What follows belongs to an exercise in optimizing a design on an open flow for small area; a production flow would make more cautious choices.
Only simulation tests tie the RTL to the original design; equivalence was not proved.
Power and IR drop assume default switching activity.

[design.v]
module autofeeder (
	input  logic clk,					 
	input  logic reset,
	input  logic tag,					 
	input  logic [3:0] col, 			 
	output logic [3:0] row, 			 
	output logic [6:0] seg,				 
	output logic L1, L2, L3, L4, LC, 	 
	output logic M1, M1B, M2, M2B,  	 
	output logic interrupt,
	output logic [2:0] EncodedState);	 
	logic [2:0] rp;
	logic slwen;
	always_ff @(posedge clk)
		if (~reset) rp <= 0;
		else        rp <= rp + 1;
	assign slwen = (rp == 3'b011);
	always_comb
		case (rp[1:0])
			2'b00: row = 4'b1110;
			2'b01: row = 4'b1101;
			2'b10: row = 4'b1011;
			2'b11: row = 4'b0111;
		endcase
	logic cone, cany;
	logic [1:0] cidx;
	always_comb begin
		cone = 1'b1;
		cidx = 2'd0;
		case (col)
			4'b1110: cidx = 2'd0;
			4'b1101: cidx = 2'd1;
			4'b1011: cidx = 2'd2;
			4'b0111: cidx = 2'd3;
			default: cone = 1'b0;
		endcase
	end
	assign cany = ~&col;
	logic [2:0] k0, k1;		 
	logic [3:0] r23;		 
	always_ff @(posedge clk) begin
		if (rp[1:0] == 2'b00) k0 <= cone ? {1'b1, cidx} : {1'b0, cany, 1'b0};
		if (rp[1:0] == 2'b01) k1 <= cone ? {1'b1, cidx} : {1'b0, cany, 1'b0};
	end
	always_ff @(posedge clk)
		if (~reset) r23 <= 4'b0;
		else if (rp[1:0] == 2'b11) r23 <= {cany, 1'b0, 1'b0, (col == 4'b1101)};
		else if (rp[1:0] == 2'b10) begin
			r23[3] <= r23[3] | cany;
			if (cone) r23[2:0] <= {1'b1, cidx};
		end
	logic pressed;
	assign pressed = k0[2] | k0[1] | k1[2] | k1[1] | r23[3];
	localparam logic [6:0] K_SCAN = 7'b0000001, K_UNDO = 7'b0000111,
	                       K_DISP = 7'b0101100, K_LAST = 7'b0001110;
	logic [6:0] kst;
	logic ButtonPressed;
	always_ff @(posedge clk)
		if (~reset) kst <= K_SCAN;
		else if (slwen) begin
			if      (kst == K_SCAN) begin if (pressed)  kst <= {kst[5:0], kst[6] ^ kst[0]}; end
			else if (kst == K_DISP) begin if (~pressed) kst <= {kst[5:0], kst[6] ^ kst[0]}; end
			else if (kst == K_LAST) kst <= K_SCAN;
			else                    kst <= {kst[5:0], kst[6] ^ kst[0]};
		end
	assign ButtonPressed = (kst == K_UNDO);
	logic mode, edit, cfg, DigitPressed;
	logic [3:0] digit;
	assign mode = ButtonPressed & (k0 == 3'b111);
	assign edit = ButtonPressed & ~k0[2] & (k1 == 3'b111);
	assign cfg  = ButtonPressed & ~k0[2] & ~k1[2] & (r23[2:0] == 3'b111);
	always_comb begin
		DigitPressed = ButtonPressed;
		digit = 4'd0;
		if (k0[2])
			case (k0[1:0])
				2'd0: digit = 4'd1;
				2'd1: digit = 4'd2;
				2'd2: digit = 4'd3;
				default: DigitPressed = 1'b0;
			endcase
		else if (k1[2])
			case (k1[1:0])
				2'd0: digit = 4'd4;
				2'd1: digit = 4'd5;
				2'd2: digit = 4'd6;
				default: DigitPressed = 1'b0;
			endcase
		else
			case (r23[2:0])
				3'd4: digit = 4'd7;
				3'd5: digit = 4'd8;
				3'd6: digit = 4'd9;
				3'd1: digit = 4'd0;
				default: DigitPressed = 1'b0;
			endcase
	end
	logic [5:0] dcnt;
	always_ff @(posedge clk)
		if (~reset)              dcnt <= 0;
		else if (dcnt == 6'd61)  dcnt <= 6'd11;
		else                     dcnt <= dcnt + 1;
	assign L1 = ~((dcnt >= 6'd51) & (dcnt <= 6'd59));
	assign L2 = ~((dcnt >= 6'd11) & (dcnt <= 6'd18));
	assign L3 = ~((dcnt >= 6'd21) & (dcnt <= 6'd28));
	assign L4 = ~((dcnt >= 6'd31) & (dcnt <= 6'd38));
	assign LC = ~((dcnt >= 6'd41) & (dcnt <= 6'd48));
	localparam logic [3:0] WRLD = 4'b0000, WRWT = 4'b0010, FDTM = 4'b0011,
	                       FRWT = 4'b0100, FAMT = 4'b0101, ARWT = 4'b0110,
	                       RES  = 4'b1000, WSTR = 4'b1010, FSTR = 4'b1100,
	                       ASTR = 4'b1110;
	logic [3:0] state, nextstate;
	logic stinterrupt, rfinterrupt;
	logic [2:0] cnt;
	logic RFID;
	always_ff @(posedge clk)
		if (~reset)     state <= RES;
		else if (slwen) state <= nextstate;
	always_comb begin
		nextstate = state;
		stinterrupt = 1'b0;
		case (state)
			RES:  begin nextstate = WRLD; stinterrupt = 1'b1; end
			WRLD: if (mode) begin nextstate = FDTM; stinterrupt = 1'b1; end
			      else if (edit) begin nextstate = WSTR; stinterrupt = 1'b1; end
			WSTR: nextstate = WRWT;
			WRWT: if (cnt == 3'd4) begin nextstate = WRLD; stinterrupt = 1'b1; end
			FDTM: if (mode) begin nextstate = FAMT; stinterrupt = 1'b1; end
			      else if (edit) begin nextstate = FSTR; stinterrupt = 1'b1; end
			FSTR: nextstate = FRWT;
			FRWT: if (cnt == 3'd4) begin nextstate = FDTM; stinterrupt = 1'b1; end
			FAMT: if (mode) begin nextstate = WRLD; stinterrupt = 1'b1; end
			      else if (edit) begin nextstate = ASTR; stinterrupt = 1'b1; end
			ASTR: nextstate = ARWT;
			ARWT: if (cnt == 3'd2) begin nextstate = FAMT; stinterrupt = 1'b1; end
			default: nextstate = RES;
		endcase
	end
	assign interrupt = stinterrupt | rfinterrupt;
	assign EncodedState = state[3] ? 3'b111 :
	                      {state[2:1], state[0] | (RFID & (state[2:0] == 3'b000))};
	localparam logic [7:0] C_0 = 8'b00000001, C_75 = 8'b11000110, C_150 = 8'b01000110;
	logic [7:0] coloncnt;
	logic flash, PrevF0, SecondInc;
	always_ff @(posedge clk)
		if (~reset) begin
			coloncnt <= C_0;
			RFID <= 0;
			flash <= 0;
			rfinterrupt <= 0;
			PrevF0 <= 0;
		end else if (slwen) begin
			PrevF0 <= flash;
			coloncnt <= {coloncnt[6:0], coloncnt[7] ^ coloncnt[2]};
			rfinterrupt <= 0;
			if (coloncnt == C_75) flash <= 1;
			else if (coloncnt == C_150) begin
				flash <= 0;
				coloncnt <= C_0;
			end else if (cfg) begin
				RFID <= ~RFID;
				rfinterrupt <= 1;
			end
		end
	assign SecondInc = flash ^ PrevF0;
	logic [2:0] WT1, WT3, FT1, FT3, RF1, RF3, P1, P3;
	logic [3:0] WT2, WT4, FT2, FT4, RF2, RF4, P2, P4;
	logic [3:0] FA3, FA4;
	logic [3:0] D1, D2, D3, D4;
	logic DC;			 
	logic feedstart;
	function automatic logic [3:0] inc10(input logic [3:0] d);
		inc10 = (d[3] & d[0]) ? 4'd0 : d + 4'd1;
	endfunction
	function automatic logic [2:0] inc6(input logic [2:0] d);
		inc6 = (d[2] & d[0]) ? 3'd0 : d + 3'd1;
	endfunction
	function automatic logic [13:0] tinc(input logic [13:0] t);
		logic [2:0] a, c; logic [3:0] b, d;
		logic c1, c2, c3;
		{a, b, c, d} = t;
		c1 = d[3] & d[0];
		c2 = c1 & c[2] & c[0];
		c3 = c2 & b[3] & b[0];
		tinc = {c3 ? inc6(a) : a, c2 ? inc10(b) : b, c1 ? inc6(c) : c, inc10(d)};
	endfunction
	wire [13:0] WT = {WT1, WT2, WT3, WT4};
	wire [13:0] FT = {FT1, FT2, FT3, FT4};
	wire [13:0] RF = {RF1, RF2, RF3, RF4};
	wire [13:0] PT = {P1, P2, P3, P4};
	wire digbig = (digit >= 4'd6);
	logic [13:0] rdec;
	always_comb begin
		logic b1, b2, b3;
		b1 = (RF4 == 4'd0);
		b2 = b1 & (RF3 == 3'd0);
		b3 = b2 & (RF2 == 4'd0);
		rdec = {b3 ? RF1 - 3'd1 : RF1, b2 ? (RF2 == 4'd0 ? 4'd9 : RF2 - 4'd1) : RF2,
		        b1 ? (RF3 == 3'd0 ? 3'd5 : RF3 - 3'd1) : RF3, b1 ? 4'd9 : RF4 - 4'd1};
		if (b3 & (RF1 == 3'd0)) rdec = feedstart ? FT : 14'b0;
	end
	always_ff @(posedge clk) begin
		if (~reset) begin
			{WT1, WT2, WT3, WT4} <= 14'b0;
			{FT1, FT2, FT3, FT4} <= 14'b0;
			{RF1, RF2, RF3, RF4} <= 14'b0;
			{FA3, FA4} <= 8'b0;
			{D1, D2, D3, D4} <= 16'hEEEE;
			DC <= 1'b0;
		end else if (slwen) begin
			if (SecondInc) begin
				{WT1, WT2, WT3, WT4} <= tinc(WT);
				if (state == WRWT) {P1, P2, P3, P4} <= tinc(PT);
				{RF1, RF2, RF3, RF4} <= rdec;
			end
			case (state)
				WRLD: begin
					cnt <= 0;
					{D1, D2, D3, D4} <= {1'b0, WT1, WT2, 1'b0, WT3, WT4};
					DC <= flash;
				end
				WSTR: begin
					{P1, P2, P3, P4} <= WT;
					{D1, D2, D3, D4} <= 16'hEEEE;
					DC <= 1'b1;
				end
				WRWT:
					if (DigitPressed) begin
						cnt <= cnt + 1;
						case (cnt)
							3'd0: begin
								WT1 <= digit[2:0]; D1 <= digit;
								if (digbig) begin cnt <= 4; {WT1, WT2, WT3, WT4} <= PT; end
							end
							3'd1: begin WT2 <= digit; D2 <= digit; end
							3'd2: begin
								WT3 <= digit[2:0]; D3 <= digit;
								if (digbig) begin cnt <= 4; {WT1, WT2, WT3, WT4} <= PT; end
							end
							3'd3: begin WT4 <= digit; D4 <= digit; end
							default: ;
						endcase
					end else if (edit) begin
						cnt <= 4;
						{WT1, WT2, WT3, WT4} <= PT;
					end
				FDTM: begin
					cnt <= 0;
					if (RFID) {D1, D2, D3, D4} <= {1'b0, RF1, RF2, 1'b0, RF3, RF4};
					else      {D1, D2, D3, D4} <= {1'b0, FT1, FT2, 1'b0, FT3, FT4};
					DC <= 1'b1;
				end
				FSTR: begin
					{P1, P2, P3, P4} <= FT;
					{D1, D2, D3, D4} <= 16'hEEEE;
					DC <= 1'b1;
				end
				FRWT:
					if (DigitPressed) begin
						cnt <= cnt + 1;
						case (cnt)
							3'd0: begin
								FT1 <= digit[2:0]; D1 <= digit;
								if (digbig) begin cnt <= 4; {FT1, FT2, FT3, FT4} <= PT; end
							end
							3'd1: begin FT2 <= digit; D2 <= digit; end
							3'd2: begin
								FT3 <= digit[2:0]; D3 <= digit;
								if (digbig) begin cnt <= 4; {FT1, FT2, FT3, FT4} <= PT; end
							end
							3'd3: begin
								FT4 <= digit; D4 <= digit;
								{RF1, RF2, RF3, RF4} <= FT;
							end
							default: ;
						endcase
					end else if (edit) begin
						cnt <= 4;
						{FT1, FT2, FT3, FT4} <= PT;
					end
				FAMT: begin
					cnt <= 0;
					{D1, D2, D3, D4} <= {8'hEE, FA3, FA4};
					DC <= 1'b0;
				end
				ASTR: begin
					P2 <= FA3;
					P4 <= FA4;
					{D1, D2, D3, D4} <= 16'hEEEE;
					DC <= 1'b0;
				end
				ARWT:
					if (DigitPressed) begin
						cnt <= cnt + 1;
						if (cnt == 3'd0) begin FA3 <= digit; D3 <= digit; end
						else if (cnt == 3'd1) begin FA4 <= digit; D4 <= digit; end
					end else if (edit) begin
						cnt <= 2;
						FA3 <= P2;
						FA4 <= P4;
					end
				default: ;
			endcase
		end
	end
	logic [3:0] dsel;
	always_comb
		if      (dcnt >= 6'd51) dsel = D1;
		else if (dcnt <= 6'd10) dsel = 4'd11;
		else if (dcnt <= 6'd20) dsel = D2;
		else if (dcnt <= 6'd30) dsel = D3;
		else if (dcnt <= 6'd40) dsel = D4;
		else                    dsel = {3'b111, DC};
	always_comb
		case (dsel)
			4'b0000 : seg = 7'b0000001;  
			4'b0001 : seg = 7'b1001111;  
			4'b0010 : seg = 7'b0010010;  
			4'b0011 : seg = 7'b0000110;  
			4'b0100 : seg = 7'b1001100;  
			4'b0101 : seg = 7'b0100100;  
			4'b0110 : seg = 7'b0100000;  
			4'b0111 : seg = 7'b0001111;  
			4'b1000 : seg = 7'b0000000;  
			4'b1001 : seg = 7'b0000100;  
			4'b1011 : seg = 7'b1000010;  
			4'b1100 : seg = 7'b1100000;  
			4'b1110 : seg = 7'b1111111;  
			4'b1111 : seg = 7'b0010000;  
			default : seg = 7'b1111110;  
		endcase
	always_ff @(posedge clk)
		if (~reset) feedstart <= 0;
		else if (slwen)
			if (RFID) feedstart <= tag & (RF == 14'b0);
			else      feedstart <= (WT == FT);
	localparam logic [1:0] IDLE = 2'd0, BUSY = 2'd1, DONE = 2'd2;
	logic [1:0] mstate;
	localparam logic [4:0] Q_0 = 5'b00001, Q_5 = 5'b11110, Q_10 = 5'b10100,
	                       Q_15 = 5'b11000, Q_20 = 5'b10000;
	localparam logic [5:0] S_0 = 6'b000001, S_49 = 6'b010100;
	logic [4:0] QStep;
	logic [5:0] Step;
	logic [3:0] R3, R4;		 
	logic Finished;
	always_ff @(posedge clk)
		if (~reset) mstate <= IDLE;
		else if (slwen)
			case (mstate)
				IDLE: if (feedstart) mstate <= BUSY;
				BUSY: if (Finished) mstate <= DONE;
				default: mstate <= IDLE;
			endcase
	always_ff @(posedge clk) begin
		if (~reset) begin
			QStep <= Q_0;
			Step <= S_0;
			{M1, M1B, M2, M2B} <= 4'b0;
		end else if (slwen) begin
			QStep <= {QStep[3:0], QStep[4] ^ QStep[0]};
			if (mstate == IDLE) begin
				QStep <= Q_0;
				{R3, R4} <= 8'b0;
				Finished <= 0;
				{M1, M1B, M2, M2B} <= 4'b0;
			end else if (mstate == BUSY) begin
				if ((R3 > FA3) | ((R3 == FA3) & (R4 >= FA4))) Finished <= 1;
			end
			if (QStep == Q_5) {M1, M1B, M2, M2B} <= 4'b1001;
			else if (QStep == Q_10) {M1, M1B, M2, M2B} <= 4'b1010;
			else if (QStep == Q_15) {M1, M1B, M2, M2B} <= 4'b0110;
			else if (QStep == Q_20) begin
				QStep <= Q_0;
				{M1, M1B, M2, M2B} <= 4'b0101;
				if (Step == S_49) begin
					Step <= S_0;
					if (R4 == 4'd9) {R3, R4} <= {R3 + 4'd1, 4'd0};
					else            {R3, R4} <= {R3, R4 + 4'd1};
				end else Step <= {Step[4:0], Step[5] ^ Step[0]};
			end else if (mstate == DONE) {M1, M1B, M2, M2B} <= 4'b0;
		end
	end
endmodule
[config.mk]
export PLATFORM = sky130hd
export DESIGN_NAME = autofeeder
export DESIGN_NICKNAME = autofeeder
export VERILOG_FILES = /design/flow/design.v
export SDC_FILE = /design/flow/constraint.sdc
export NUM_CORES = 4
export LEC_CHECK = 0
export ABC_AREA = 1
export CAP_MARGIN = 20
export CORE_MARGIN = 2
export CORE_UTILIZATION = 40
export SLEW_MARGIN = 20
[standard.sh]
#!/bin/bash
# synth_recipe.tcl (not shown) runs the flow's synth.tcl, then flattens the netlist and writes it again
# the make line also repeats each setting of config.mk as NAME=value (left out here)
make -C /OpenROAD-flow-scripts/flow DESIGN_CONFIG=/design/flow/config.mk WORK_HOME=/design/flow/orfs CLKGATE_MAP_FILE= SYNTH_SCRIPT=/design/flow/synth_recipe.tcl "${@:-finish}"
[flow/run.sh]
#!/bin/bash
# Standard layout, with these changes:
# - the synthesis's ABC step uses the area script in flow/abc_area.script
#   (deeper logic optimisation before mapping); every other synthesis step
#   is standard.sh's, except that adders are left to ABC instead of being
#   mapped to the library's half/full-adder cells beforehand;
# - the port buffers are sky130_fd_sc_hd__buf_1;
# - the clock tree uses sky130_fd_sc_hd__clkbuf_8 and no dummy loads.
# Everything else is standard.sh's.
set -euo pipefail
rm -rf scripts_mod
cp -r "$FLOW_HOME/scripts" scripts_mod
cp flow/abc_area.script scripts_mod/abc_area.script
bash standard.sh SCRIPTS_DIR="$PWD/scripts_mod" ADDER_MAP_FILE= synth > synth.log 2>&1
bash standard.sh "BUFFER_PORTS_ARGS=-buffer_cell sky130_fd_sc_hd__buf_1" \
  "CTS_ARGS=-sink_clustering_enable -repair_clock_nets -dont_use_dummy_load -buf_list sky130_fd_sc_hd__clkbuf_8" \
  > layout.log 2>&1
[flow/abc_area.script]
strash
&get -n
&fraig -x
&put
dc2
strash
&get -n
&deepsyn -T 60
&put
strash
&get -n
&dch -f
&nf -R 1000
&put
topo
dnsize -c
[constraint.sdc]
create_clock -name core_clock -period 12.0 [get_ports {clk}]
set_input_delay 2.4000 -clock core_clock [delete_from_list [all_inputs] [get_ports {clk}]]
set_output_delay 2.4000 -clock core_clock [all_outputs]
set_load 0.01 [all_outputs]
==> results of run 1 <==
==> area by class of cell <==
| cell class | count | area share |
|---|---|---|
| inverters | 47 | 0.0206 |
| flip-flops and latches | 153 | 0.396 |
| repair buffers | 41 | 0.0227 |
| clock buffers | 17 | 0.0274 |
| multi-input cells | 746 | 0.495 |
| well taps | 265 | 0.0388 |
==> metal layers <==
metal	GRT usage	up-vias	routed length, microns
met5	0	-	0
met4	0.106	0	965
met3	0.0503	91	2130
met2	0.394	385	11500
met1	0.344	3628	11000
li1	-	3672	-
==> worst max-delay path: cells and delay by family <==
family | cells | cell delay [ns]
buffers and inverters | 2 | 1.50
and+or+nand+nor | 2 | 1.24
AOI/OAI and AO/OA | 3 | 1.09
==> cell usage after synthesis (all sizes together) (3+ instances only) <==
library cell / count / area (sq um)
a222oi: 10 / 100
clkinv: 47 / 176
nand2: 135 / 507
o221ai: 11 / 96.3
a22o: 22 / 193
xnor2: 12 / 105
a2111oi: 4 / 35.0
a32oi: 4 / 35.0
and2: 16 / 100
nor2: 103 / 387
xor2: 7 / 61.3
a21o: 8 / 60.1
nand3: 35 / 175
nor3b: 6 / 45.0
a221o: 12 / 120
a31oi: 10 / 62.6
or3: 4 / 25.0
nor2b: 11 / 68.8
nand2b: 11 / 68.8
o21a: 9 / 67.6
nor4: 7 / 43.8
a21oi: 64 / 320
a22oi: 20 / 150
edfxtp: 32 / 961
a211o: 3 / 26.3
and3: 7 / 43.8
o22ai: 24 / 150
or2: 9 / 56.3
o21ai: 89 / 445
mux2i: 4 / 40.0
a211oi: 3 / 22.5
nand4: 7 / 43.8
dfxtp: 121 / 2420
a221oi: 6 / 52.6
nor3: 29 / 145
a21boi: 3 / 22.5
a41oi: 3 / 26.3
o211ai: 5 / 37.5
o31ai: 7 / 52.6
==> registers in the layout (all words and copies together), names as in the netlist, 5 cells and up <==
signal    cells
QStep         5
kst           7
dcnt          6
coloncnt      8
Step          6
==> power breakdown <==
part | internal [mW] | switching, mW
clock | 0.125 | 0.176
sequential | 0.536 | 0.0109
combinational | 0.0174 | 0.0403
total | 0.678 | 0.227
==> path summary, 6_finish.rpt <==
path | startpoint | endpoint | slack (ns) | depth (start not counted)
worst max register to register | kst[1]$_SDFFE_PN0P_ | RF4[3]$_SDFFE_PN0P_ | 8.03 | 11
worst min register to register | D3[3]$_SDFFE_PN1P_ | D3[3]$_SDFFE_PN1P_ | 0.47 | 2
worst min-delay path | D3[3]$_SDFFE_PN1P_ | D3[3]$_SDFFE_PN1P_ | 0.47 | 2
worst max-delay path | reset | RF4[3]$_SDFFE_PN0P_ | 6.13 | 7
==> placed cells by master, fill, tap and decap left out, types with 17 or more instances in the layout <==
master,n
a21oi_1,64
a22o_1,22
a22oi_1,20
buf_1,29
clkbuf_8,17
clkinv_1,47
dfxtp_1,121
edfxtp_1,32
nand2_1,135
nand3_1,35
nor2_1,102
nor3_1,29
o21ai_0,88
o22ai_1,24
==> per-stage QoR <==
| stage | setup WS [ns] | area (sq um) | power (mW) | std cells |
|---|---|---|---|---|
| after floorplan | 7.15 | 7780 | 0.591 | 946 |
| after global placement | 5.83 | 8300 | 0.614 | 1251 |
| after detailed placement | 5.73 | 8310 | 0.615 | 1252 |
| after CTS | 6.22 | 8540 | 0.904 | 1269 |
| after global routing | 5.90 | 8540 | 0.935 | 1269 |
| final | 6.13 | 8540 | 0.905 | 1269 |
==> logic make-up (layout without fill, tap and decap cells) <==
| kind of cell | count (synthesis) | count (layout) | share of synthesized area |
|---|---|---|---|
| AOI/OAI and AO/OA | 333 | 333 | 0.285 |
| DFF | 153 | 153 | 0.435 |
| muxes | 5 | 5 | 0.00659 |
| adders and majority gates | 2 | 2 | 0.00257 |
| xor gates and xnor gates | 19 | 19 | 0.0214 |
| buffers and inverters | 47 | 105 | 0.0227 |
| and+or+nand+nor | 387 | 387 | 0.227 |
==> summary.txt, run 1 <==
Die
  • Core box area: 19300 sq um
  • Die ar.: 20600 sq um
  • # IOs: 31
  • Core Rows: 51
  • Die Y: 143 microns
  • Die Span X: 143 microns
  • Starting Density: 0.404

STA
  • Period utilisation layout: 0.489
  • Worst-case clock skew: 0.0285 ns
  • Crit path time final: 5.87 ns
  • Final-report setup violation count: 0
  • RSZ-0062 raised after global routing: no
  • Slew margin rel.: 0.284
  • Max Fclk: 170 MHz
  • Worst Tran Pin Value: 1.07 ns
  • Max Transition Viols Final: 0
  • Final hold vios: 0
  • Post-Route Setup TNS: 0 ns
  • Hold WS: 0.469 ns

Synthesis
  • Mapped Area: 7780 sq um
  • Syn Nets: 953
  • Number of flops mapped to enable cells by yosys: 32
  • Seq/Total Area, Yosys: 0.435
  • Async set or reset register ratio after synthesis: 0
  • Mapped Cells: 946
  • FF+latch count, synth: 153
  • Count of different cell masters after synthesis: 56
  • Syn avg cell area: 8.23 sq um
  • Yosys warnings: 1
  • Ys flop type: dfxtp_1

Global route
  • Overflow after GRT: 0
  • Overall routing resource usage: 0.253
  • Vias in the first global route: 6960
  • First-pass GRT wire length: 39600 microns
  • Largest net degree at the start of global routing: 37
  • Initial antenna violation count: 0

Worst setup path
  • Crit. End Element: register
  • WS Path Type: in2reg
  • CP max stage cell: or4_1
  • Worst-path cell chain: clkbuf_2 > clkinv_1 > or4_1 > o21ai_0 > nand2b_1 > a22oi_1 > a221o_1
  • Crit path DAT: 6.24 ns
  • Worst path required time: 12.36 ns
  • Startpoint types: input port
  • Crit path max fanout: 36
  • Critical path's largest stage delay: 0.87 ns

Layout
  • Register area: 3380 sq um
  • Layout cells sized above 1: 0.0299
  • Util after Layout: 0.443
  • Diodes inserted: 0
  • Filler Cell Count: 2029
  • P&R area growth vs syn: 9.81%
  • Nets@finish: 1013
  • Area occupied by multi-input gates: 4230 sq um

Clock network
  • Post-CTS Hold Fix Bufs: 0
  • CTS Root Cell: clkbuf_8
  • TritonCTS clock tree: built
  • Post-CTS sizing: 0
  • Max clock buf depth: 2
  • Cts bufs inserted: 17
  • Clock Pin Slew Worst Setup and Hold Paths: 0.08 ns
  • H-tree levels: 4
  • Post-CTS setup buffer count: 0
  • Clock latency (worst-skew pair): 0.48 ns
  • CTS sink count: 153

Placement
  • Placer Congestion: 1.01
  • # port buffers: 30
  • Hpwl dp: 18800 microns

Hold path
  • Min-Delay Path Class: reg2reg

Route
  • Via-per-instance ratio: 6.13
  • Vias: 7776
  • Final ANT Viol Nets: 0
  • Remaining DRCs: 0
  • TritonRoute pass-1 iters: 8
  • Initial DRC Count: 1034
  • DR WL/cell: 20.1 microns
  • WL final: 25600 microns

Power
  • Leak pwr: 2.85 nW
  • PD cells: 106 nW/um^2
  • Peak supply drop: 0.0000670 V

Outcome
  • Outcome: complete, no violations

Job
  • Max cap viols: 0
==> run 2: changes to the inputs <==
==> flow/run.sh (replaced) <==
#!/bin/bash
# Standard layout, with these changes:
# - synthesis is standard.sh's, except that its ABC step uses the area
#   script in flow/abc_area.script (a randomised deep logic optimisation
#   before mapping) and that adders are left to ABC instead of being mapped
#   to the library's half/full-adder cells beforehand. The synthesis runs
#   with four seeds of that optimisation and keeps the smallest netlist;
# - the port buffers are sky130_fd_sc_hd__buf_1;
# - the clock tree uses sky130_fd_sc_hd__clkbuf_8 and no dummy loads.
# Everything else is standard.sh's.
set -euo pipefail
for S in 1 2 3 4; do
  rm -rf syn_$S; mkdir -p syn_$S
  cp -r "$FLOW_HOME/scripts" syn_$S/scripts
  sed "s/SEED/$S/" flow/abc_area.script > syn_$S/scripts/abc_area.script
  bash standard.sh WORK_HOME="$PWD/syn_$S/orfs" SCRIPTS_DIR="$PWD/syn_$S/scripts" ADDER_MAP_FILE= synth \
    > syn_$S/synth.log 2>&1 &
done
wait
best=""; besta=""
for S in 1 2 3 4; do
  a=$(sed -n "s/.*Chip area for module.*: \([0-9.]*\).*/\1/p" syn_$S/orfs/reports/sky130hd/autofeeder/base/synth_stat.txt || true)
  echo "seed $S area $a" >> synth_choice.log
  if [[ -n "$a" ]] && { [[ -z "$besta" ]] || awk "BEGIN{exit !($a < $besta)}"; }; then best=$S; besta=$a; fi
done
echo "chosen seed $best area $besta" >> synth_choice.log
rm -rf orfs
mv syn_$best/orfs orfs
bash standard.sh "BUFFER_PORTS_ARGS=-buffer_cell sky130_fd_sc_hd__buf_1" \
  "CTS_ARGS=-sink_clustering_enable -repair_clock_nets -dont_use_dummy_load -buf_list sky130_fd_sc_hd__clkbuf_8" \
  > layout.log 2>&1
==> flow/abc_area.script (replaced) <==
strash
&get -n
&fraig -x
&put
dc2
strash
&get -n
&deepsyn -T 60 -S SEED
&put
strash
&get -n
&dch -f
&nf -p -R 1000
&put
topo
dnsize -c
==> run 2 against run 1 <==
Total power grew 7.7%. First-iteration DRC count shrank 5.6%. Worst hold slack lost 0.0084 ns. Sequential cell count unchanged. Clock skew up 0.0041 ns. Final area fell by 1.4%. Count of clock-buffer cells in the layout unchanged. Combinational power increased by 140%. Critical endpoint is now seg[3]. Area after synthesis fell by 1.2%. Non-clock buffer count rose by 2. Sequential power is essentially flat. Largest cell class unchanged.
==> summary.txt, run 2 <==
Outcome
  • Outcome: complete, no violations

Power
  • Sw power: 0.277 mW
  • Part of the power in registers: 0.562
  • Peak supply drop: 0.0000949 V
  • Leak pwr: 2.87 nW
  • Sw Share: 0.284
  • Clock power frac: 0.299
  • PD cells: 116 nW/um^2
  • Internal power: 0.698 mW
  • Logic pwr share: 0.139

STA
  • Worst Tran Pin Value: 1.04 ns
  • Crit path time final: 5.95 ns
  • Period utilisation layout: 0.496
  • Post-Route Setup TNS: 0 ns
  • Final-report setup violation count: 0
  • Worst-case clock skew: 0.0326 ns
  • Slew margin rel.: 0.299
  • Final hold vios: 0
  • Max Fclk: 168 MHz
  • Max Transition Viols Final: 0
  • RSZ-0062 raised after global routing: no

Worst setup path
  • Crit. End Element: primary output
  • CP Launch Point: dcnt[0]$_SDFF_PN0_
  • Crit path DAT: 3.55 ns
  • Startpoint types: register
  • WS Path Type: reg2out
  • Reg2reg start: kst[6]$_SDFFE_PN0P_
  • Crit path max fanout: 7
  • R2r setup slk: 7.61 ns
  • Worst path required time: 9.60 ns

Layout
  • Filler Cell Count: 1922
  • Max reg flops: 8
  • P&R area growth vs syn: 9.60%
  • Diodes inserted: 0
  • Top Registers: coloncnt x8, kst x7
  • Layout cells sized above 1: 0.0312
  • Nets@finish: 1003
  • Register with the most flip-flops: coloncnt
  • Fin cells: 1228
  • Commonest non-fill, non-tap cell in the layout: nand2_1
  • Most frequent cells in the layout: nand2_1, dfxtp_1, nor2_1

Route
  • Remaining DRCs: 0
  • Via-per-instance ratio: 6.11
  • DR WL/cell: 20.1 microns
  • Final ANT Viol Nets: 0
  • Initial DRC Count: 976
  • TritonRoute pass-1 iters: 8
  • Vias: 7497
  • WL final: 24700 microns

Synthesis
  • Ranking of synthesized cells by area: dfxtp_1, edfxtp_1, nand2_1
  • FF+latch count, synth: 153
  • Area leader, netlist: dfxtp_1
  • Mapped Cells: 934
  • Syn avg cell area: 8.23 sq um
  • Seq/Total Area, Yosys: 0.440
  • Ys flop type: dfxtp_1
  • Count of different cell masters after synthesis: 56
  • Async set or reset register ratio after synthesis: 0
  • Number of flops mapped to enable cells by yosys: 32
  • Mapped Area: 7690 sq um
  • Syn Nets: 941
  • Most common cell in the netlist: nand2_1
  • Top cell type's share of synthesized area: 0.315
  • Commonest cells in the netlist: nand2_1, dfxtp_1, nor2_1
  • Yosys warnings: 1

Clock network
  • Cts bufs inserted: 17
  • CTS sink count: 153
  • Clock Pin Slew Worst Setup and Hold Paths: 0.08 ns
  • Post-CTS sizing: 0
  • Post-CTS Hold Fix Bufs: 0
  • TritonCTS clock tree: built
  • Clock latency (worst-skew pair): 0.46 ns
  • Post-CTS setup buffer count: 0
  • H-tree levels: 4
  • CTS Root Cell: clkbuf_8
  • Max clock buf depth: 2

Placement
  • Hpwl dp: 18400 microns
  • Placed Cells: 1211
  • # port buffers: 30
  • Placer Congestion: 0.952

Global route
  • M2 GR Usage: 0.362
  • Largest net degree at the start of global routing: 46
  • Initial antenna violation count: 0
  • Vias in the first global route: 6848
  • Overflow after GRT: 0
  • Overall routing resource usage: 0.249
  • GR peak layer: met2
  • GR Util met1: 0.358
  • First-pass GRT wire length: 38600 microns
  • GR Layer Usage met3: 0.0510

Job
  • Max cap viols: 0

Hold path
  • Min-Delay Path Class: reg2reg
  • Min-delay src: M1$_SDFFE_PN0P_

Die
  • Core Rows: 50
  • # IOs: 31
  • Die ar.: 20300 sq um
  • Die Y: 143 microns
  • Starting Density: 0.410
  • Core box area: 18800 sq um
  • Die Span X: 143 microns
[run 2: path summary, 6_finish.rpt]
kind | end | depth (start not counted)
max reg2reg | WT2[0]$_SDFFE_PN0P_ | 12
max | seg[3] | 15
min | M1$_SDFFE_PN0P_ | 2
min reg2reg | M1$_SDFFE_PN0P_ | 2
[run 2: cells by family (layout without fill, tap and decap cells)]
| kind of cell | count (synthesis) | in the layout | synth area share |
|---|---|---|---|
| AO/OA/AOI/OAI | 317 | 317 | 0.272 |
| XOR/XNOR | 23 | 23 | 0.0262 |
| adder cells (fa/ha/maj) | 2 | 2 | 0.00260 |
| buffers and inverters | 33 | 93 | 0.0161 |
| flip-flops | 153 | 153 | 0.440 |
| multiplexers | 2 | 2 | 0.00260 |
| AND/OR/NAND/NOR | 404 | 404 | 0.240 |
[run 2: per-stage QoR]
step	area, sq um	total power, mW	util	setup slack [ns]	hold slack (ns)
after floorplan	7690	0.638	-	6.95	0.434
after global placement	8190	0.692	0.436	6.20	0.433
after detailed placement	8190	0.690	0.436	5.96	0.448
after CTS	8430	0.978	0.449	6.07	0.465
after global routing	8430	1.02	0.449	5.59	0.475
final	8430	0.975	0.449	6.05	0.461
[run 2: layout make-up]
class,instances,area (sq um),share of cell area
repair buffers,43,211,0.0251
multi-input cells,748,4180,0.496
inverters,33,124,0.0147
well taps,234,293,0.0347
clock buffers,17,234,0.0278
flip-flops and latches,153,3380,0.402
[run 2: power groups by stage]
stage          Combinational, mW  Sequential, mW  Clock, mW
2_1_floorplan             0.0833           0.554          0
6_report                   0.136           0.548      0.291
3_3_place_gp               0.133           0.559          0
3_5_place_dp               0.132           0.559          0
5_1_grt                    0.149           0.548      0.318
4_1_cts                    0.132           0.547      0.299
[run 2: critical path, cell delays in order (launching register included)]
cell and delay [ns]:
dfxtp_1 0.35, nor2_1 0.15, nor2b_1 0.08, o21ai_0 0.27, nor2_1 0.14, a22oi_1 0.37
nor2_1 0.08, nor3_1 0.65, nand2_1 0.14, nand2_1 0.12, nor2_1 0.05, nand2_1 0.06
nand3_1 0.10, o221a_1 0.25, o21a_1 0.17, buf_1 0.12
[run 2: metal layers]
layer	vias to the layer above	wire, microns
met5	-	0
met4	0	844
met2	364	10400
met1	3475	11500
met3	55	2010
li1	3603	-
==> run 3: changes to the inputs <==
--- a/config.mk
+++ b/config.mk
@@ -11,2 +11,3 @@
 export CORE_UTILIZATION = 40
+export GPL_TIMING_DRIVEN = 0
 export SLEW_MARGIN = 20
==> run 3 against run 2 <==
Sequential power is essentially flat. Final area shrank 1.1%. Synthesized cell count shrank 0.64%. Critical path depth shrank 5. Combinational power shrank 27%. First-iteration DRC count shrank 20%. Highest routed layer unchanged. Count of clock-buffer cells in the layout is the same. Clock power is essentially flat. Routed wire length shrank 4.7%. Final cell count shrank 1.4%. Die area shrank 0.67%. Core utilization shrank 0.35 points.
==> summary.txt, run 3 <==
Synthesis
  • Ranking of synthesized cells by area: dfxtp_1, edfxtp_1, nand2_1
  • Count of different cell masters after synthesis: 55
  • Yosys warnings: 1
  • Syn Nets: 935
  • Area leader, netlist: dfxtp_1
  • FF+latch count, synth: 153
  • Mapped Cells: 928
  • Seq/Total Area, Yosys: 0.443
  • Number of flops mapped to enable cells by yosys: 32
  • Async set or reset register ratio after synthesis: 0
  • Mapped Area: 7630 sq um
  • Ys flop type: dfxtp_1
  • Commonest cells in the netlist: nand2_1, dfxtp_1, o21ai_0
  • Syn avg cell area: 8.23 sq um
  • Top cell type's share of synthesized area: 0.317
  • Most common cell in the netlist: nand2_1

Placement
  • # port buffers: 30
  • Hpwl dp: 17200 microns
  • Placer Congestion: 0.958
  • Place WS: 5.80 ns

STA
  • RSZ-0062 raised after global routing: no
  • Worst Tran Pin Value: 1.09 ns
  • Hold WS: 0.457 ns
  • Slew margin rel.: 0.271
  • Final-report setup violation count: 0
  • Final hold vios: 0
  • Final WS setup: 6.11 ns
  • Max Fclk: 170 MHz
  • Crit path time final: 5.89 ns
  • Post-Route Setup TNS: 0 ns
  • Max Transition Viols Final: 0
  • Period utilisation layout: 0.491
  • Worst-case clock skew: 0.0305 ns

Layout
  • Layout cells sized above 1: 0.0256
  • Util after Layout: 0.445
  • Max reg flops: 8
  • Nets@finish: 986
  • Top Registers: coloncnt x8, kst x7
  • Register with the most flip-flops: coloncnt
  • Commonest non-fill, non-tap cell in the layout: nand2_1
  • P&R area growth vs syn: 9.13%
  • Most frequent cells in the layout: nand2_1, dfxtp_1, o21ai_0
  • Diodes inserted: 0

Worst setup path
  • Crit path max fanout: 24
  • R2r setup slk: 6.79 ns
  • Cells on worst reg2reg path: 12
  • CP Launch Point: reset
  • Reg2reg start: rp[1]$_SDFF_PN0_
  • Crit. End Element: register
  • Startpoint types: input port
  • WS Path Type: in2reg
  • RR Endpoint: RF4[0]$_SDFFE_PN0P_
  • Crit path DAT: 6.25 ns
  • Worst path required time: 12.36 ns

Power
  • Leak pwr: 2.75 nW
  • Tot Pwr: 0.941 mW
  • Peak supply drop: 0.0000675 V
  • PD cells: 113 nW/um^2

Die
  • Starting Density: 0.408
  • Die ar.: 20200 sq um
  • Core box area: 18700 sq um
  • Die Span X: 142 microns
  • Die Y: 142 microns
  • Core Rows: 50
  • # IOs: 31

Hold path
  • Hold path endpoint: M1$_SDFFE_PN0P_
  • Min-delay src: M1$_SDFFE_PN0P_
  • Min-Delay Path Class: reg2reg
  • Hold depth: 1

Global route
  • Overall routing resource usage: 0.238
  • Overflow after GRT: 0
  • First-pass GRT wire length: 37500 microns
  • Vias in the first global route: 6959
  • Initial antenna violation count: 0
  • Largest net degree at the start of global routing: 26

Clock network
  • Clock Pin Slew Worst Setup and Hold Paths: 0.08 ns
  • Cts bufs inserted: 17
  • Post-CTS sizing: 0
  • TritonCTS clock tree: built
  • Clock latency (worst-skew pair): 0.46 ns
  • CTS sink count: 153
  • H-tree levels: 4
  • CTS Root Cell: clkbuf_8
  • Post-CTS Hold Fix Bufs: 0
  • Post-CTS setup buffer count: 0
  • Max clock buf depth: 2

Job
  • Max cap viols: 0

Route
  • Initial DRC Count: 777
  • Final ANT Viol Nets: 0
  • Remaining DRCs: 0
  • Vias: 7384
  • WL final: 23600 microns
  • TritonRoute pass-1 iters: 8
  • Via-per-instance ratio: 6.10
  • DR WL/cell: 19.5 microns

Outcome
  • Outcome: complete, no violations
[run 3: cell count changes after synthesis, sizes merged, moves of 5 or more]
cell / delta
a31oi: -6
xnor2: -8
o21ai: +14
nand2: -10
o22ai: +7
mux2i: +6
clkinv: +5
or2: -6
nor2: -13
o31ai: -5
nor3: +10
a21oi: +14
nand3: -7
[run 3: cell type report]
class                           instances  area, sq um
Clock buffer                           17          234
Fill cell                            1896        10400
Inverter                               38          143
Multi-Input combinational cell        737         4130
Sequential cell                       153         3380
Tap cell                              234          293
Timing Repair Buffer                   32          149
[run 3: cells by family (layout without fill, tap and decap cells)]
| family | count (synthesis) | after routing | synth area share |
|---|---|---|---|
| flops | 153 | 153 | 0.443 |
| compound gates | 328 | 328 | 0.273 |
| buf+inv | 38 | 87 | 0.0187 |
| mux | 8 | 8 | 0.0105 |
| xor+xnor | 15 | 15 | 0.0172 |
| simple gates | 385 | 385 | 0.236 |
| fa+ha+maj | 1 | 1 | 0.00131 |
[run 3: per-layer routing]
metal	global-route usage	wire length, microns	vias to the layer above
li1	-	-	3582
met1	0.333	11100	3458
met2	0.370	10300	299
met3	0.0414	1640	45
met4	0.0858	584	0
met5	0	0	-
[run 3: critical path, stage by stage]
cell and delay (ns):
buf_2 0.44, nand2_1 0.67, clkinv_1 0.61, nand2_1 0.25
nor3_1 0.43, nand2_1 0.24, o21ai_0 0.35, nor2b_1 0.62
nand2_1 0.12, o21ai_0 0.10
[run 3: how the worst max path moves through the flow]
| stage | slack [ns] | end | depth (start not counted) |
|---|---|---|---|
| 3_3_place_gp | 3.77 | RF4[0]$_SDFFE_PN0P_ | 10 |
| 3_5_place_dp | 5.80 | RF2[2]$_SDFFE_PN0P_ | 10 |
| 6_report | 6.11 | RF4[0]$_SDFFE_PN0P_ | 10 |
| 5_1_grt | 5.85 | seg[3] | 13 |
| 2_1_floorplan | 7.12 | seg[3] | 12 |
| 4_1_cts | 6.00 | interrupt | 9 |
[run 3: per-stage QoR]
step | instance area [sq um] | std cells
2_1_floorplan | 7630 | 928
3_3_place_gp | 8040 | 1192
3_5_place_dp | 8100 | 1194
4_1_cts | 8330 | 1211
5_1_grt | 8330 | 1211
6_report | 8330 | 1211
[run 3: power breakdown]
part | switching [mW] | internal (mW) | total, mW
sequential | 0.0136 | 0.534 | 0.548
combinational | 0.0719 | 0.0275 | 0.0994
clock | 0.169 | 0.125 | 0.294
total | 0.254 | 0.687 | 0.941
==> run 4: changes to the inputs <==
--- a/flow/run.sh
+++ b/flow/run.sh
@@ -6,3 +6,4 @@
 #   to the library's half/full-adder cells beforehand. The synthesis runs
-#   with four seeds of that optimisation and keeps the smallest netlist;
+#   with eight seeds of that optimisation (four at a time) and keeps the
+#   smallest netlist;
 # - the port buffers are sky130_fd_sc_hd__buf_1;
@@ -11,12 +12,15 @@
 set -euo pipefail
-for S in 1 2 3 4; do
-  rm -rf syn_$S; mkdir -p syn_$S
-  cp -r "$FLOW_HOME/scripts" syn_$S/scripts
-  sed "s/SEED/$S/" flow/abc_area.script > syn_$S/scripts/abc_area.script
-  bash standard.sh WORK_HOME="$PWD/syn_$S/orfs" SCRIPTS_DIR="$PWD/syn_$S/scripts" ADDER_MAP_FILE= synth \
-    > syn_$S/synth.log 2>&1 &
+for R in 0 4; do
+  for K in 1 2 3 4; do
+    S=$((R + K))
+    rm -rf syn_$S; mkdir -p syn_$S
+    cp -r "$FLOW_HOME/scripts" syn_$S/scripts
+    sed "s/SEED/$S/" flow/abc_area.script > syn_$S/scripts/abc_area.script
+    bash standard.sh WORK_HOME="$PWD/syn_$S/orfs" SCRIPTS_DIR="$PWD/syn_$S/scripts" ADDER_MAP_FILE= synth \
+      > syn_$S/synth.log 2>&1 &
+  done
+  wait
 done
-wait
 best=""; besta=""
-for S in 1 2 3 4; do
+for S in 1 2 3 4 5 6 7 8; do
   a=$(sed -n "s/.*Chip area for module.*: \([0-9.]*\).*/\1/p" syn_$S/orfs/reports/sky130hd/autofeeder/base/synth_stat.txt || true)
==> run 4 against run 3 <==
Worst setup slack did not move. Critical endpoint unchanged. Global-route usage did not move. Register-to-register slack barely moved. Final cell count did not move. Still clean on timing, DRC and antenna. Non-clock buffer count did not move. Sequential cell count did not move.
==> summary.txt, run 4 <==
Route
  • DR WL/cell: 19.5 microns
  • Via-per-instance ratio: 6.10
  • WL final: 23600 microns
  • Vias: 7384
  • Initial DRC Count: 777
  • Final ANT Viol Nets: 0
  • TritonRoute pass-1 iters: 8
  • Remaining DRCs: 0

STA
  • Final hold vios: 0
  • Max Fclk: 170 MHz
  • Final-report setup violation count: 0
  • Period utilisation layout: 0.491
  • Max Transition Viols Final: 0
  • Worst-case clock skew: 0.0305 ns
  • Crit path time final: 5.89 ns
  • Worst Tran Pin Value: 1.09 ns
  • RSZ-0062 raised after global routing: no
  • Post-Route Setup TNS: 0 ns
  • Slew margin rel.: 0.271

Worst setup path
  • Worst path required time: 12.36 ns
  • Crit path DAT: 6.25 ns
  • Cells on worst reg2reg path: 12
  • Reg2reg start: rp[1]$_SDFF_PN0_
  • Crit path max fanout: 24
  • WS Path Type: in2reg
  • R2r setup slk: 6.79 ns
  • Crit. End Element: register
  • RR Endpoint: RF4[0]$_SDFFE_PN0P_
  • Startpoint types: input port

Global route
  • Initial antenna violation count: 0
  • First-pass GRT wire length: 37500 microns
  • Vias in the first global route: 6959
  • Overall routing resource usage: 0.238
  • Largest net degree at the start of global routing: 26
  • Overflow after GRT: 0

Placement
  • Placed cell area: 8100 sq um
  • Placed Cells: 1194
  • Hpwl dp: 17200 microns
  • Placer Congestion: 0.958
  • # port buffers: 30

Clock network
  • Post-CTS setup buffer count: 0
  • Clock latency (worst-skew pair): 0.46 ns
  • Post-CTS sizing: 0
  • CTS Root Cell: clkbuf_8
  • Max clock buf depth: 2
  • Clock Pin Slew Worst Setup and Hold Paths: 0.08 ns
  • Cts bufs inserted: 17
  • H-tree levels: 4
  • TritonCTS clock tree: built
  • Post-CTS Hold Fix Bufs: 0
  • CTS sink count: 153

Hold path
  • Hold depth: 1
  • Min-delay src: M1$_SDFFE_PN0P_
  • Min-Delay Path Class: reg2reg
  • Hold path endpoint: M1$_SDFFE_PN0P_

Power
  • Part of the power in registers: 0.582
  • Sw Share: 0.270
  • Sw power: 0.254 mW
  • PD cells: 113 nW/um^2
  • Peak supply drop: 0.0000675 V
  • Logic pwr share: 0.106
  • Clock power frac: 0.312
  • Internal power: 0.687 mW
  • Leak pwr: 2.75 nW
  • Tot Pwr: 0.941 mW

Synthesis
  • Ys flop type: dfxtp_1
  • Syn avg cell area: 8.23 sq um
  • Ranking of synthesized cells by area: dfxtp_1, edfxtp_1, nand2_1
  • Mapped Cells: 928
  • Async set or reset register ratio after synthesis: 0
  • FF+latch count, synth: 153
  • Top cell type's share of synthesized area: 0.317
  • Seq/Total Area, Yosys: 0.443
  • Count of different cell masters after synthesis: 55
  • Number of flops mapped to enable cells by yosys: 32
  • Mapped Area: 7630 sq um
  • Area leader, netlist: dfxtp_1
  • Most common cell in the netlist: nand2_1
  • Commonest cells in the netlist: nand2_1, dfxtp_1, o21ai_0
  • Syn Nets: 935
  • Yosys warnings: 1

Die
  • # IOs: 31
  • Starting Density: 0.408
  • Die Span X: 142 microns
  • Core box area: 18700 sq um
  • Die ar.: 20200 sq um
  • Die Y: 142 microns
  • Core Rows: 50

Layout
  • Top Registers: coloncnt x8, kst x7
  • Most frequent cells in the layout: nand2_1, dfxtp_1, o21ai_0
  • Util after Layout: 0.445
  • Register with the most flip-flops: coloncnt
  • Max reg flops: 8
  • Commonest non-fill, non-tap cell in the layout: nand2_1
  • Fin cells: 1211
  • Layout cells sized above 1: 0.0256
  • Design area: 8330 sq um
  • P&R area growth vs syn: 9.13%
  • Diodes inserted: 0
  • Nets@finish: 986

Job
  • Max cap viols: 0

Outcome
  • Outcome: complete, no violations
## run 4: cell counts after synthesis
No cell type changed its count.
## run 4: worst max-delay path by stage
stage | from | to | slack (ns) | cells past startpoint
final | reset | RF4[0]$_SDFFE_PN0P_ | 6.11 | 10
after CTS | state[2]$_SDFFE_PN0P_ | interrupt | 6.00 | 9
after global placement | reset | RF4[0]$_SDFFE_PN0P_ | 3.77 | 10
after floorplan | dcnt[3]$_SDFF_PN0_ | seg[3] | 7.12 | 12
after global routing | dcnt[3]$_SDFF_PN0_ | seg[3] | 5.85 | 13
after detailed placement | reset | RF2[2]$_SDFFE_PN0P_ | 5.80 | 10
## run 4: area by class of cell
type	instances	area (sq um)
clock buffers	17	234
flip-flops and latches	153	3380
multi-input cells	737	4130
inverters	38	143
fillers	1896	10400
well taps	234	293
repair buffers	32	149
## run 4: layer usage
metal,vias up,GRT usage,share of wire
met5,-,0,0
met4,0,0.0858,0.025
met3,45,0.0414,0.070
met2,299,0.370,0.44
met1,3458,0.333,0.47
li1,3582,-,-
## run 4: metrics by stage
stage | setup slack, ns | hold slack [ns]
3_5_place_dp | 5.80 | 0.445
5_1_grt | 5.85 | 0.488
6_report | 6.11 | 0.457
3_3_place_gp | 3.77 | 0.434
2_1_floorplan | 7.12 | 0.435
4_1_cts | 6.00 | 0.464
## run 4: kinds of logic after synthesis
group	share of synthesized area
AO/OA/AOI/OAI	0.273
XOR/XNOR	0.0172
adder cells (fa/ha/maj)	0.00131
buffers and inverters	0.0187
flip-flops	0.443
multiplexers	0.0105
AND/OR/NAND/NOR	0.236
## run 4: power groups by stage
stage / logic [mW] / clock network (mW) / registers [mW]
2_1_floorplan: 0.0630 / 0 / 0.554
3_3_place_gp: 0.0950 / 0 / 0.559
3_5_place_dp: 0.0961 / 0 / 0.559
4_1_cts: 0.0966 / 0.300 / 0.547
5_1_grt: 0.109 / 0.321 / 0.549
6_report: 0.0994 / 0.294 / 0.548
## run 4: worst max-delay path, cell delays in order
cell and delay (ns):
buf_2 0.44, nand2_1 0.67, clkinv_1 0.61, nand2_1 0.25
nor3_1 0.43, nand2_1 0.24, o21ai_0 0.35, nor2b_1 0.62
nand2_1 0.12, o21ai_0 0.10
==> run 5: changes to the inputs <==
--- a/flow/run.sh
+++ b/flow/run.sh
@@ -6,3 +6,3 @@
 #   to the library's half/full-adder cells beforehand. The synthesis runs
-#   with eight seeds of that optimisation (four at a time) and keeps the
+#   with twelve seeds of that optimisation (four at a time) and keeps the
 #   smallest netlist;
@@ -12,3 +12,3 @@
 set -euo pipefail
-for R in 0 4; do
+for R in 0 4 8; do
   for K in 1 2 3 4; do
@@ -24,3 +24,3 @@
 best=""; besta=""
-for S in 1 2 3 4 5 6 7 8; do
+for S in 1 2 3 4 5 6 7 8 9 10 11 12; do
   a=$(sed -n "s/.*Chip area for module.*: \([0-9.]*\).*/\1/p" syn_$S/orfs/reports/sky130hd/autofeeder/base/synth_stat.txt || true)
==> run 5 against run 4 <==
Still clean on timing, DRC and antenna. Count of clock-buffer cells in the layout unchanged. Core utilization unchanged. Combinational power barely moved. Clock power barely moved. Die area is the same. Via count stayed put. Total power unchanged. Worst setup slack stayed put. First-iteration DRC count unchanged. Worst hold slack unchanged. Clock skew did not move. Sequential power is essentially flat. Critical path type unchanged. Highest routed layer unchanged.
==> summary.txt, run 5 <==
Outcome
  • Outcome: complete, no violations

STA
  • Final WS setup: 6.11 ns
  • Worst Tran Pin Value: 1.09 ns
  • Period utilisation layout: 0.491
  • Worst-case clock skew: 0.0305 ns
  • RSZ-0062 raised after global routing: no
  • Crit path time final: 5.89 ns
  • Max Fclk: 170 MHz
  • Final-report setup violation count: 0
  • Final hold vios: 0
  • Slew margin rel.: 0.271
  • Post-Route Setup TNS: 0 ns
  • Hold WS: 0.457 ns
  • Max Transition Viols Final: 0

Route
  • WL final: 23600 microns
  • Via-per-instance ratio: 6.10
  • Final ANT Viol Nets: 0
  • TritonRoute pass-1 iters: 8
  • DR WL/cell: 19.5 microns
  • Initial DRC Count: 777
  • Remaining DRCs: 0
  • Vias: 7384

Worst setup path
  • Crit. End Element: register
  • Worst path required time: 12.36 ns
  • Crit path DAT: 6.25 ns
  • Crit path max fanout: 24
  • Startpoint types: input port
  • WS Path Type: in2reg

Clock network
  • Max clock buf depth: 2
  • Cts bufs inserted: 17
  • Clock Pin Slew Worst Setup and Hold Paths: 0.08 ns
  • Clock latency (worst-skew pair): 0.46 ns
  • CTS Root Cell: clkbuf_8
  • Post-CTS sizing: 0
  • TritonCTS clock tree: built
  • Post-CTS setup buffer count: 0
  • CTS sink count: 153
  • H-tree levels: 4
  • Post-CTS Hold Fix Bufs: 0

Global route
  • Initial antenna violation count: 0
  • Largest net degree at the start of global routing: 26
  • Vias in the first global route: 6959
  • Overflow after GRT: 0
  • Overall routing resource usage: 0.238
  • First-pass GRT wire length: 37500 microns

Layout
  • Commonest non-fill, non-tap cell in the layout: nand2_1
  • Fin cells: 1211
  • Filler Cell Count: 1896
  • Most frequent cells in the layout: nand2_1, dfxtp_1, o21ai_0
  • Nets@finish: 986
  • Layout cells sized above 1: 0.0256
  • P&R area growth vs syn: 9.13%
  • Diodes inserted: 0
  • Register with the most flip-flops: coloncnt
  • Register area: 3380 sq um
  • Area occupied by multi-input gates: 4130 sq um
  • Top Registers: coloncnt x8, kst x7
  • Max reg flops: 8

Die
  • Die Span X: 142 microns
  • Core Rows: 50
  • Die Y: 142 microns
  • Die ar.: 20200 sq um
  • Starting Density: 0.408
  • # IOs: 31
  • Core box area: 18700 sq um

Synthesis
  • Count of different cell masters after synthesis: 55
  • Mapped Cells: 928
  • Async set or reset register ratio after synthesis: 0
  • FF+latch count, synth: 153
  • Top cell type's share of synthesized area: 0.317
  • Most common cell in the netlist: nand2_1
  • Number of flops mapped to enable cells by yosys: 32
  • Mapped Area: 7630 sq um
  • Seq/Total Area, Yosys: 0.443
  • Yosys warnings: 1
  • Ys flop type: dfxtp_1
  • Commonest cells in the netlist: nand2_1, dfxtp_1, o21ai_0
  • Area leader, netlist: dfxtp_1
  • Syn Nets: 935
  • Syn avg cell area: 8.23 sq um
  • Ranking of synthesized cells by area: dfxtp_1, edfxtp_1, nand2_1

Power
  • PD cells: 113 nW/um^2
  • Leak pwr: 2.75 nW
  • Peak supply drop: 0.0000675 V

Placement
  • Placed Cells: 1194
  • Placer Congestion: 0.958
  • Hpwl dp: 17200 microns
  • Place WS: 5.80 ns
  • # port buffers: 30

Job
  • Max cap viols: 0

Hold path
  • Min-Delay Path Class: reg2reg
run 5: cell counts in the layout (fill, tap and decap cells not counted):
Identical to the previous run, type by type.
run 5: cell type report:
cell class	instances	area share
Clock buffer	17	0.0281
Sequential cell	153	0.406
Multi-Input combinational cell	737	0.496
Tap cell	234	0.0351
Inverter	38	0.0171
Timing Repair Buffer	32	0.0179
run 5: path summary, 6_finish.rpt:
path | from | endpoint | slack [ns] | cells past startpoint
min reg2reg | M1$_SDFFE_PN0P_ | M1$_SDFFE_PN0P_ | 0.46 | 1
max | reset | RF4[0]$_SDFFE_PN0P_ | 6.11 | 10
max reg2reg | rp[1]$_SDFF_PN0_ | RF4[0]$_SDFFE_PN0P_ | 6.79 | 12
min | M1$_SDFFE_PN0P_ | M1$_SDFFE_PN0P_ | 0.46 | 1
run 5: kinds of logic after synthesis:
kind of cell / count (synthesis) / synth area share
compound gates: 328 / 0.273
xor+xnor: 15 / 0.0172
fa+ha+maj: 1 / 0.00131
buf+inv: 38 / 0.0187
flops: 153 / 0.443
mux: 8 / 0.0105
simple gates: 385 / 0.236
run 5: power by group:
group	internal (mW)	switching, mW	total [mW]
logic	0.0275	0.0719	0.0994
clock network	0.125	0.169	0.294
registers	0.534	0.0136	0.548
total	0.687	0.254	0.941
run 5: routing by layer:
layer | vias to the layer above | track usage | routed length (microns)
met5 | - | 0 | 0
met4 | 0 | 0.0858 | 584
met3 | 45 | 0.0414 | 1640
met2 | 299 | 0.370 | 10300
met1 | 3458 | 0.333 | 11100
li1 | 3582 | - | -
run 5: critical path, stage by stage:
cell and delay, ns:
buf_2 0.44, nand2_1 0.67, clkinv_1 0.61, nand2_1 0.25, nor3_1 0.43, nand2_1 0.24, o21ai_0 0.35, nor2b_1 0.62
nand2_1 0.12, o21ai_0 0.10
run 5: stage by stage:
step | utilization | area (sq um) | power [mW]
2_1_floorplan | - | 7630 | 0.617
3_3_place_gp | 0.430 | 8040 | 0.654
3_5_place_dp | 0.433 | 8100 | 0.655
4_1_cts | 0.445 | 8330 | 0.944
5_1_grt | 0.445 | 8330 | 0.979
6_report | 0.445 | 8330 | 0.941

==> separate check: timing with driven ports <==
Ports are ideal in the flow. The routed layouts listed here were re-timed in OpenROAD.
Step 1, drivers: a clkbuf_16 drives clk and a buf_2 each remaining input, both assumed.
Step 2 adds t to the input delays and takes it off the output delays; t is the mean of the earliest and latest rising clock arrival at the registers after step 1. Input paths then give back, and output paths get back, about the clock's delay inside the block.
a / b / c = no drivers / after step 1 / after step 2; a / b = the first two.
run	t (ns)	slack for setup (ns)	hold slack, ns	worst setup path at the end	pins driven straight from the clock port
run 1	0.502	6.126 / 6.145 / 5.642	0.469 / 0.469 / 0.469	input to register	1
run 2	0.490	6.053 / 6.011 / 5.959	0.461 / 0.461 / 0.461	input to register	1
run 3	0.487	6.112 / 6.102 / 5.644	0.457 / 0.457 / 0.457	input to register	1
run 4	0.487	6.112 / 6.102 / 5.644	0.457 / 0.457 / 0.457	input to register	1
run 5	0.487	6.112 / 6.102 / 5.644	0.457 / 0.457 / 0.457	input to register	1
After both steps setup and hold are still met in every run listed. For run 1, which loses most, drivers alone change the setup slack by +0.019 ns; drivers and shift together by -0.484 ns.
